Background: an optimization exercise with open tools, aiming at small area. Do not read the settings as production practice.
Only simulation tests tie the RTL to the original design; equivalence was not proved.
Power and IR drop assume default switching activity.

==> v6: inputs <==
==> flow/design.v <==
module clock_dividor(clk, rst, speedup, slowdown, tick);
input  logic clk, rst, speedup, slowdown;    
output logic tick;                           
logic [7:0] lo;
logic [2:0] ph;
logic prev, w, last, fb;
assign last = (lo == 8'h67);
assign fb   = lo[7] ^ lo[3] ^ lo[2] ^ lo[1] ^ last;
always_comb
  case ({speedup, slowdown})
    2'b01:   w = ~ph[2];
    2'b10:   w = ~ph[0];
    default: w = ~ph[1];
  endcase
always_ff @(posedge clk) begin
  lo[0]   <= rst | fb;
  lo[2:1] <= lo[1:0];
  lo[3]   <= ~rst & lo[2];
  lo[4]   <= lo[3];
  lo[5]   <= rst | lo[4];
  lo[7:6] <= lo[6:5];
  if (rst) ph <= 3'd0;
  else if (last) begin
    ph[0] <= ~ph[0];
    ph[1] <= ph[1] ^ ph[0];
    ph[2] <= ph[2] ^ (ph[1] & ph[0]);
  end
  prev <= w;
end
assign tick = w & ~prev;
endmodule
module seven_seg_decoder(v, y);
input  logic [3:0] v;
output logic [6:0] y;
assign y[0] = ~((~v[0] & v[1] & ~v[2]));
assign y[1] = ~((~v[0] & ~v[1] & v[2]) | (v[0] & ~v[1] & ~v[2] & ~v[3]) | (v[0] & v[1] & v[2]));
assign y[2] = ~((~v[1] & v[2]) | (v[0]));
assign y[3] = (~v[0] & ~v[1]) | (~v[2]) | (v[0] & v[1]);
assign y[4] = ~((v[0] & ~v[1] & ~v[2] & ~v[3]) | (~v[0] & ~v[1] & v[2]));
assign y[5] = ~((v[1] & ~v[2]) | (v[0] & ~v[2] & ~v[3]) | (v[0] & v[1]));
assign y[6] = ~((~v[1] & ~v[2] & ~v[3]) | (v[0] & v[1] & v[2]));
endmodule
module seven_seg_decoder_m0(v, y);
input  logic [3:0] v;
output logic [6:0] y;
assign y[0] = ~((~v[0] & v[1] & ~v[2]));
assign y[1] = ~((~v[0] & ~v[1] & v[2]) | (v[0] & ~v[1] & ~v[2] & ~v[3]) | (v[0] & v[1] & v[2]));
assign y[2] = ~((~v[1] & v[2]) | (v[0]));
assign y[3] = (~v[0] & ~v[1]) | (~v[2]) | (v[0] & v[1]);
assign y[4] = ~((v[0] & ~v[1] & ~v[2] & ~v[3]) | (~v[0] & ~v[1] & v[2]));
assign y[5] = ~((v[1] & ~v[2]) | (v[0] & ~v[2] & ~v[3]) | (v[0] & v[1]));
assign y[6] = ~((~v[1] & ~v[2] & ~v[3]) | (v[0] & v[1] & v[2]));
endmodule
module seven_seg_decoder6(v, y);
input  logic [2:0] v;
output logic [6:0] y;
assign y[0] = ~((~v[0] & v[1]));
assign y[1] = ~((v[0] & ~v[1] & ~v[2]) | (~v[0] & v[2]));
assign y[2] = (~v[0] & ~v[2]);
assign y[3] = ~((v[0] & v[2]));
assign y[4] = ~((v[0] & ~v[1] & ~v[2]) | (~v[0] & v[2]));
assign y[5] = (~v[0] & ~v[1]) | (v[2]);
assign y[6] = ~((~v[1] & ~v[2]));
endmodule
module seven_seg_decoder4(v, y);
input  logic [1:0] v;
output logic [6:0] y;
assign y[0] = ~((v[0] & ~v[1]));
assign y[1] = (v[0] & ~v[1]) | (~v[0] & v[1]);
assign y[2] = (v[0] & ~v[1]);
assign y[3] = 1'b1;
assign y[4] = (v[0] & ~v[1]) | (~v[0] & v[1]);
assign y[5] = (v[0] & v[1]);
assign y[6] = ~((~v[0] & ~v[1]));
endmodule
module STOPWATCH(in_clk, reset, start, up, plus_min2, speedup, slowdown, out_S0, out_S1, out_M0, out_M1);
input  logic in_clk, reset, start, up, plus_min2, speedup, slowdown;
output logic [6:0] out_S0, out_S1, out_M0, out_M1;
logic tick;
clock_dividor div (.clk(in_clk), .rst(~reset), .speedup(speedup), .slowdown(slowdown), .tick(tick));
sw_core core (.clk(in_clk), .tick(tick), .reset(reset), .start(start), .up(up), .plus_min2(plus_min2),
              .out_S0(out_S0), .out_S1(out_S1), .out_M0(out_M0), .out_M1(out_M1));
endmodule
module sw_core(clk, tick, reset, start, up, plus_min2, out_S0, out_S1, out_M0, out_M1);
input  logic clk, tick, reset, start, up, plus_min2;
output logic [6:0] out_S0, out_S1, out_M0, out_M1;
logic rst, pm;
assign rst = ~reset;
assign pm  = ~plus_min2;
logic [3:0] S0, M0;
logic [2:0] S1;
logic [1:0] M1;
logic ups;              
logic upp;              
logic [1:0] k;          
logic q;                
logic m1_hi, m1_step_up, m0_lim, m0_zero, s0_wrap, s0_z, s0_9, s1_b, s1_c, s1_wrap, s1_5;
logic A, B, C, D, E, ovf, M41, comp, en0;
logic [3:0] s0_step, m0_raw, m0_n;
logic [2:0] s1_step;
logic [1:0] m1_step;
assign s0_step[0] = (~S0[0]);
assign s0_step[1] = (~S0[0] & S0[1] & ups) | (~S0[0] & ~S0[1] & S0[2] & ~ups) | (~S0[0] & S0[3] & ~ups) | (S0[0] & S0[1] & ~ups) | (S0[0] & ~S0[1] & ~S0[3] & ups);
assign s0_step[2] = (S0[0] & S0[1] & ~S0[2] & ups) | (S0[0] & ~S0[1] & S0[2]) | (~S0[0] & S0[2] & ups) | (~S0[0] & S0[3] & ~ups) | (S0[1] & S0[2] & ~ups);
assign s0_step[3] = (~S0[0] & ~S0[1] & ~S0[2] & ~S0[3] & ~ups) | (S0[0] & S0[3] & ~ups) | (S0[0] & S0[1] & S0[2] & ups) | (~S0[0] & S0[3] & ups);
assign s0_wrap = (S0[0] & S0[3] & ups) | (~S0[0] & ~S0[1] & ~S0[2] & ~S0[3] & ~ups);
assign s0_z = (~S0[0] & ~S0[1] & ~S0[2] & ~S0[3]);
assign s0_9 = (S0[0] & S0[3]);
assign s1_step[0] = (~S1[0]);
assign s1_step[1] = (S1[0] & ~S1[1] & ~S1[2] & ups) | (S1[0] & S1[1] & ~ups) | (~S1[0] & S1[1] & ups) | (~S1[0] & S1[2] & ~ups);
assign s1_step[2] = (~S1[0] & S1[2] & ups) | (~S1[0] & ~S1[1] & ~S1[2] & ~ups) | (S1[0] & S1[1] & ups) | (S1[0] & S1[2] & ~ups);
assign s1_wrap = (S1[0] & S1[2] & ups) | (~S1[0] & ~S1[1] & ~S1[2] & ~ups);
assign s1_b = (~S1[0] & S1[1] & ~ups) | (S1[0] & S1[1] & ups);
assign s1_c = (~S1[1] & ~S1[2] & ~ups) | (S1[0] & S1[1] & ups) | (S1[2] & ups);
assign s1_5 = (S1[0] & S1[2]);
assign m1_hi = (M1[0] & M1[1] & ups) | (~M1[0] & ~M1[1] & ~ups);
assign m1_step[0] = (~M1[0]);
assign m1_step[1] = (M1[1] & ups) | (M1[0] & ups) | (M1[0] & M1[1]);
assign m0_lim = (M0[0] & M0[3] & ups) | (~M0[0] & ~M0[1] & ~M0[2] & ~M0[3] & ~ups);
assign m0_zero = (~M0[0] & ~M0[1] & ~M0[2] & ~M0[3]);
assign m0_raw[0] = (~M0[0] & D) | (M0[0] & ~D);
assign m0_raw[1] = ~((~M0[1] & ~D & ~pm) | (M0[1] & ~D & pm) | (~M0[1] & ~M0[2] & ~M0[3] & ~ups) | (~M0[0] & M0[3] & ups) | (M0[0] & M0[3] & ~pm) | (~M0[0] & M0[1] & ups & pm) | (~M0[0] & ~M0[1] & ups & ~pm) | (~M0[2] & ~M0[3] & ~ups & pm) | (M0[0] & M0[1] & M0[2] & pm) | (M0[0] & M0[1] & ups & D & ~pm) | (~M0[0] & ~M0[1] & ~ups & D & pm) | (~M0[0] & M0[1] & ~ups & D & ~pm) | (M0[0] & ~M0[1] & ~M0[3] & ups & D & pm) | (M0[3] & ups & ~D) | (M0[0] & ~M0[1] & ~ups & ~pm));
assign m0_raw[2] = (M0[0] & ~M0[1] & M0[2] & ~pm) | (~M0[0] & ~M0[1] & M0[2] & ups) | (~M0[0] & M0[1] & M0[2] & ~pm) | (M0[0] & M0[1] & M0[2] & ~ups) | (M0[0] & M0[1] & ~M0[2] & ups & D) | (M0[0] & ~M0[2] & ~M0[3] & ups & D & pm) | (~M0[0] & M0[3] & ~ups & D) | (M0[1] & ~M0[2] & ups & pm) | (M0[3] & ~ups & pm) | (M0[2] & ~D & ~pm) | (~M0[1] & M0[2] & ups & ~D) | (M0[1] & M0[2] & ~ups & ~D);
assign m0_raw[3] = ~((M0[2] & ~ups) | (~M0[2] & ~M0[3] & ups) | (M0[3] & pm) | (~M0[3] & ~D & ~pm) | (M0[0] & M0[1] & ~M0[2]) | (~M0[0] & ~M0[1] & M0[2]) | (~M0[0] & M0[1] & ~pm) | (M0[0] & ~M0[1] & ~M0[3] & ~pm) | (M0[1] & ~ups & ~D) | (~M0[1] & M0[2] & ~D) | (~M0[0] & M0[3] & ~ups & D) | (M0[0] & M0[1] & D & pm) | (M0[0] & ~M0[2] & ups & D));
assign ovf = ~((~D & ~pm) | (~M0[0] & M0[2]) | (~M0[2] & ~M0[3] & ups) | (~M0[1] & M0[2]) | (M0[3] & ~ups) | (M0[0] & M0[1] & ~ups) | (M0[1] & ~pm) | (M0[1] & ~D) | (M0[0] & ~ups & ~pm) | (~M0[0] & M0[3] & ~pm));
assign E = (M0[0] & M0[1] & M0[2] & ups & D & pm) | (~M0[0] & M0[1] & ~M0[2] & ~ups & D & pm) | (M0[3] & ups & pm) | (~M0[1] & ~M0[2] & ~M0[3] & ~ups & pm) | (M0[0] & M0[3] & ups) | (~M0[0] & ~M0[1] & ~M0[2] & ~M0[3] & ~ups & D);
assign A    = m1_hi & m0_lim;                  
assign B    = A & s1_b;                        
assign en0  = start & ~(B & (ups | s0_z));
assign C    = en0 & s0_wrap;                   
assign D    = C & s1_wrap;                     
assign M41  = E & m1_hi;
assign comp = (s1_c & A) | (ovf & m1_hi);      
assign m0_n = M41 ? 4'd9 : m0_raw;
logic M3, error1;
assign M3     = (upp ^ up) & start;
assign error1 = M3 | k[1] | k[0];
always_ff @(posedge clk)
  if (rst) begin
    S0  <= 4'd0;
    S1  <= up ? 3'd2 : 3'd3;
    M0  <= up ? 4'd0 : 4'd9;
    M1  <= up ? 2'd0 : 2'd3;
    ups <= up;
    upp <= up;
    k   <= 2'd0;
    q   <= 1'b0;
  end else if (tick) begin
    if (comp)                        S0 <= 4'd0;
    else if (en0 | (ups & s0_9))     S0 <= s0_step;
    if (comp & ~(C & ups & s1_5))    S1 <= ups ? 3'd3 : 3'd2;
    else if (C)                      S1 <= s1_step;
    if (~ups & M41)                  M0 <= 4'd0;
    else if (~(A & D) & (start | pm)) M0 <= m0_n;
    if (E & ~m1_hi & (pm | start))   M1 <= m1_step;
    if (~start)                      ups <= up;
    upp  <= up;
    k[1] <= M3 | (k[1] & k[0]);
    k[0] <= M3 | (k[1] & ~k[0]);
    q    <= ~q & error1;
  end
logic [6:0] d_S0, d_S1, d_M0, d_M1;
seven_seg_decoder  dS0 (.v(S0), .y(d_S0));
seven_seg_decoder6 dS1 (.v(S1), .y(d_S1));
seven_seg_decoder_m0 dM0 (.v(M0), .y(d_M0));
seven_seg_decoder4 dM1 (.v(M1), .y(d_M1));
assign out_S0 = error1 ? (q ? 7'h5b : 7'h00) : d_S0;
assign out_S1 = error1 ? (q ? 7'h74 : 7'h00) : d_S1;
assign out_M0 = error1 ? (q ? 7'h5b : 7'h00) : d_M0;
assign out_M1 = error1 ? (q ? 7'h74 : 7'h00) : d_M1;
endmodule
==> flow/flow/run.sh <==
#!/bin/bash
# Own layout flow: the standard layout (standard.sh), with three changes:
#  - synthesis is synth_recipe.tcl with ABC's mapping script replaced by flow/abc_area.script
#    (an area-oriented script); the flip-flop mapping and register names are the standard
#    synthesis's, unchanged;
#  - the input and output port buffers are sky130_fd_sc_hd__buf_1;
#  - no adder extraction (ADDER_MAP_FILE empty): ABC maps all the logic.
# Each tool's output goes to orfs/logs/ as in the standard flow; make's output to flow_make.log.
set -euo pipefail
W=$PWD
# synthesis script: synth_recipe.tcl with an abc wrapper after its first line
{
  head -n 1 synth_recipe.tcl
  cat <<'T'
proc abc {args} {
  set i [lsearch -exact $args -script]
  if { $i >= 0 } { lset args [expr {$i + 1}] $::env(MY_ABC_SCRIPT) }
  set j [lsearch -exact $args -D]
  if { $j >= 0 } { set args [lreplace $args $j [expr {$j + 1}]] }
  puts "abc with the area script: $args"
  yosys abc {*}$args
}
T
  tail -n +2 synth_recipe.tcl
} > my_synth.tcl
# standard.sh with that synthesis script and the port buffer cell
sed -e "s#SYNTH_SCRIPT=[^ ]*synth_recipe.tcl#SYNTH_SCRIPT=$W/my_synth.tcl MY_ABC_SCRIPT=$W/flow/abc_area.script 'BUFFER_PORTS_ARGS=-buffer_cell sky130_fd_sc_hd__buf_1' ADDER_MAP_FILE=#" standard.sh > my_standard.sh
grep -q "my_synth.tcl" my_standard.sh
bash my_standard.sh finish > flow_make.log 2>&1
test -s out/final.def
==> flow/flow/abc_area.script <==
strash; &get -n; &deepsyn -T 20; &put; balance -l; resub -K 6 -l; rewrite -l; resub -K 6 -N 2 -l; refactor -l; resub -K 8 -l; balance -l; resub -K 8 -N 2 -l; rewrite -l; resub -K 10 -l; rewrite -z -l; resub -K 10 -N 2 -l; balance -l; resub -K 12 -l; refactor -z -l; resub -K 12 -N 2 -l; rewrite -z -l; balance -l; &get -n; &dch -f; &nf -a -R 1000; &put
==> flow/standard.sh <==
#!/bin/bash
# synth_recipe.tcl (not shown) runs the flow's synth.tcl, then flattens the netlist and writes it again
# the make line also repeats each setting of config.mk as NAME=value (left out here)
make -C /OpenROAD-flow-scripts/flow DESIGN_CONFIG=/design/flow/config.mk WORK_HOME=/design/flow/orfs CLKGATE_MAP_FILE= SYNTH_SCRIPT=/design/flow/synth_recipe.tcl "${@:-finish}"
==> flow/config.mk <==
export PLATFORM = sky130hd
export DESIGN_NAME = STOPWATCH
export DESIGN_NICKNAME = STOPWATCH
export VERILOG_FILES = /design/flow/design.v
export SDC_FILE = /design/flow/constraint.sdc
export NUM_CORES = 4
export LEC_CHECK = 0
export CAP_MARGIN = 20
export CORE_MARGIN = 2
export CORE_UTILIZATION = 40
export CTS_BUF_LIST = sky130_fd_sc_hd__clkbuf_4
export CTS_CLUSTER_DIAMETER = 100
export CTS_CLUSTER_SIZE = 16
export SLEW_MARGIN = 20
==> flow/constraint.sdc <==
create_clock -name core_clock -period 10.0 [get_ports {in_clk}]
set_input_delay 2.0000 -clock core_clock [delete_from_list [all_inputs] [get_ports {in_clk}]]
set_output_delay 2.0000 -clock core_clock [all_outputs]
set_load 0.01 [all_outputs]
==> v9: changes against v6 <==
--- a/flow/design.v
+++ b/flow/design.v
@@ -32,13 +32,2 @@
 module seven_seg_decoder(v, y);
-input  logic [3:0] v;
-output logic [6:0] y;
-assign y[0] = ~((~v[0] & v[1] & ~v[2]));
-assign y[1] = ~((~v[0] & ~v[1] & v[2]) | (v[0] & ~v[1] & ~v[2] & ~v[3]) | (v[0] & v[1] & v[2]));
-assign y[2] = ~((~v[1] & v[2]) | (v[0]));
-assign y[3] = (~v[0] & ~v[1]) | (~v[2]) | (v[0] & v[1]);
-assign y[4] = ~((v[0] & ~v[1] & ~v[2] & ~v[3]) | (~v[0] & ~v[1] & v[2]));
-assign y[5] = ~((v[1] & ~v[2]) | (v[0] & ~v[2] & ~v[3]) | (v[0] & v[1]));
-assign y[6] = ~((~v[1] & ~v[2] & ~v[3]) | (v[0] & v[1] & v[2]));
-endmodule
-module seven_seg_decoder_m0(v, y);
 input  logic [3:0] v;
@@ -164,3 +153,3 @@
 seven_seg_decoder6 dS1 (.v(S1), .y(d_S1));
-seven_seg_decoder_m0 dM0 (.v(M0), .y(d_M0));
+seven_seg_decoder  dM0 (.v(M0), .y(d_M0));
 seven_seg_decoder4 dM1 (.v(M1), .y(d_M1));
==> flow/flow/run.sh (replaced) <==
#!/bin/bash
# Own layout flow: the standard layout (standard.sh), with two changes:
#  - synthesis is synth_recipe.tcl with ABC's mapping script replaced by flow/abc_area.script
#    (an area-oriented script); everything before ABC, including the flip-flop mapping and
#    register names, is the standard synthesis unchanged;
#  - the input and output port buffers are sky130_fd_sc_hd__buf_1.
# Each tool's output goes to orfs/logs/ as in the standard flow; make's output to flow_make.log.
set -euo pipefail
W=$PWD
# synthesis script: synth_recipe.tcl with an abc wrapper after its first line
{
  head -n 1 synth_recipe.tcl
  cat <<'T'
proc abc {args} {
  set i [lsearch -exact $args -script]
  if { $i >= 0 } { lset args [expr {$i + 1}] $::env(MY_ABC_SCRIPT) }
  set j [lsearch -exact $args -D]
  if { $j >= 0 } { set args [lreplace $args $j [expr {$j + 1}]] }
  puts "abc with the area script: $args"
  yosys abc {*}$args
}
T
  tail -n +2 synth_recipe.tcl
} > my_synth.tcl
# standard.sh with that synthesis script and the port buffer cell
sed -e "s#SYNTH_SCRIPT=[^ ]*synth_recipe.tcl#SYNTH_SCRIPT=$W/my_synth.tcl MY_ABC_SCRIPT=$W/flow/abc_area.script 'BUFFER_PORTS_ARGS=-buffer_cell sky130_fd_sc_hd__buf_1'#" standard.sh > my_standard.sh
grep -q "my_synth.tcl" my_standard.sh
bash my_standard.sh finish > flow_make.log 2>&1
test -s out/final.def
Settings changed: CTS_BUF_LIST sky130_fd_sc_hd__clkbuf_4 to sky130_fd_sc_hd__clkbuf_4 sky130_fd_sc_hd__clkbuf_8 sky130_fd_sc_hd__clkbuf_16, CTS_CLUSTER_DIAMETER 100 to 200, CTS_CLUSTER_SIZE 16 to 30.
==> v35: changes against v6 <==
--- a/flow/flow/run.sh
+++ b/flow/flow/run.sh
@@ -28,2 +28,6 @@
 grep -q "my_synth.tcl" my_standard.sh
+# optional clock tree arguments
+if [[ -f flow/cts_args.txt ]]; then
+  sed -i -e "s#ADDER_MAP_FILE=#ADDER_MAP_FILE= 'CTS_ARGS=$(cat flow/cts_args.txt)'#" my_standard.sh
+fi
 bash my_standard.sh finish > flow_make.log 2>&1
==> flow/flow/abc_area.script (replaced) <==
strash; &get -n; &deepsyn -J 200 -S 2 -T 100; &put; balance -l; resub -K 6 -l; rewrite -l; resub -K 6 -N 2 -l; refactor -l; resub -K 8 -l; balance -l; resub -K 8 -N 2 -l; rewrite -l; resub -K 10 -l; rewrite -z -l; resub -K 10 -N 2 -l; balance -l; resub -K 12 -l; refactor -z -l; resub -K 12 -N 2 -l; rewrite -z -l; balance -l; &get -n; &dch -f; &nf -a -R 1000; &put
Settings changed: CORE_UTILIZATION 40 to 60, CTS_BUF_LIST sky130_fd_sc_hd__clkbuf_4 to sky130_fd_sc_hd__clkbuf_2 sky130_fd_sc_hd__clkbuf_4, CTS_CLUSTER_DIAMETER 100 to default, CTS_CLUSTER_SIZE 16 to default.
==> results.txt <==
Last element of the critical path: v9 out_S0[1]; v6 out_M1[2]; v35 out_M0[4]
Static leakage: v9 0.8465 nW; v6 0.7548 nW; v35 0.7559 nW
WP depth: v9 10; v6 9; v35 11
Non-filler cells in the finished layout: v9 347; v6 336; v35 309
Root buf cell: v9 sky130_fd_sc_hd__clkbuf_8; v6 sky130_fd_sc_hd__clkbuf_4; v35 sky130_fd_sc_hd__clkbuf_4
Multi-input combinational area share: v9 0.5170; v6 0.5078; v35 0.5233
Minimum setup slack after placement: v9 3.880 ns; v6 3.848 ns; v35 3.667 ns
Standard cell area after detailed placement: v9 2130 um2; v6 2027 um2; v35 2013 um2
Count of nets after finishing: v9 305; v6 290; v35 282
Number of multi-input combinational cells in the layout: v9 200; v6 194; v35 191
Setup slack after layout: v9 3.831 ns; v6 3.839 ns; v35 3.614 ns
Skew final: v9 0.002576 ns; v6 0.008277 ns; v35 0.005465 ns
Detailed Place HPWL: v9 3665 um; v6 3301 um; v35 3316 um
Final design instance area without fill: v9 2215 um2; v6 2079 um2; v35 2066 um2
Inst Count DP: v9 339; v6 328; v35 301
Result of the run: v9 no timing/DRC/antenna violations; v6 no timing/DRC/antenna violations; v35 no timing/DRC/antenna violations
Number of vias per cell after detailed routing: v9 5.622; v6 5.446; v35 6.162
All-Layer GR Usage: v9 0.1925; v6 0.1789; v35 0.2727
Reg power frac: v9 0.428; v6 0.462; v35 0.485
Layout fillers: v9 484; v6 465; v35 256
Crit path DAT: v9 4.17 ns; v6 4.16 ns; v35 4.39 ns
Nets in the synthesized netlist: v9 264; v6 249; v35 240
Fraction of the mapped netlist area in adder cells: v9 0.03881; v6 0; v35 0
Share of Yosys cell area claimed by the top area cell type: v9 0.1966; v6 0.2074; v35 0.2071
Proportion of power drawn by the clock network: v9 0.235; v6 0.183; v35 0.198

-- static timing again, ports no longer ideal --
The results above use ideal ports. As a check the final layouts listed here were re-extracted and re-timed, cells and wires unchanged.
Step 1 (the two cells are an assumption about what drives the block):
set clk [get_ports {in_clk}]
set_driving_cell -lib_cell sky130_fd_sc_hd__clkbuf_16 $clk
set_driving_cell -lib_cell sky130_fd_sc_hd__buf_2 [delete_from_list [all_inputs] $clk]
Step 2 times the ports against the registers' clock, not the clock port: input delays grow and output delays shrink by t, the midpoint of the rising clock arrivals with the driver on.
a / b / c = ideal / step 1 / step 2; a / b = the first two.
run	t, ns	setup slack, ns	worst register clock-pin slew, ns	pins driven straight from the clock port
v6	0.349	3.839 / 3.817 / 3.817	0.10 / 0.10	1
v9	0.303	3.831 / 3.809 / 3.809	0.06 / 0.06	1
v35	0.347	3.614 / 3.592 / 3.592	0.10 / 0.10	1
After both steps every run listed still meets setup and hold.
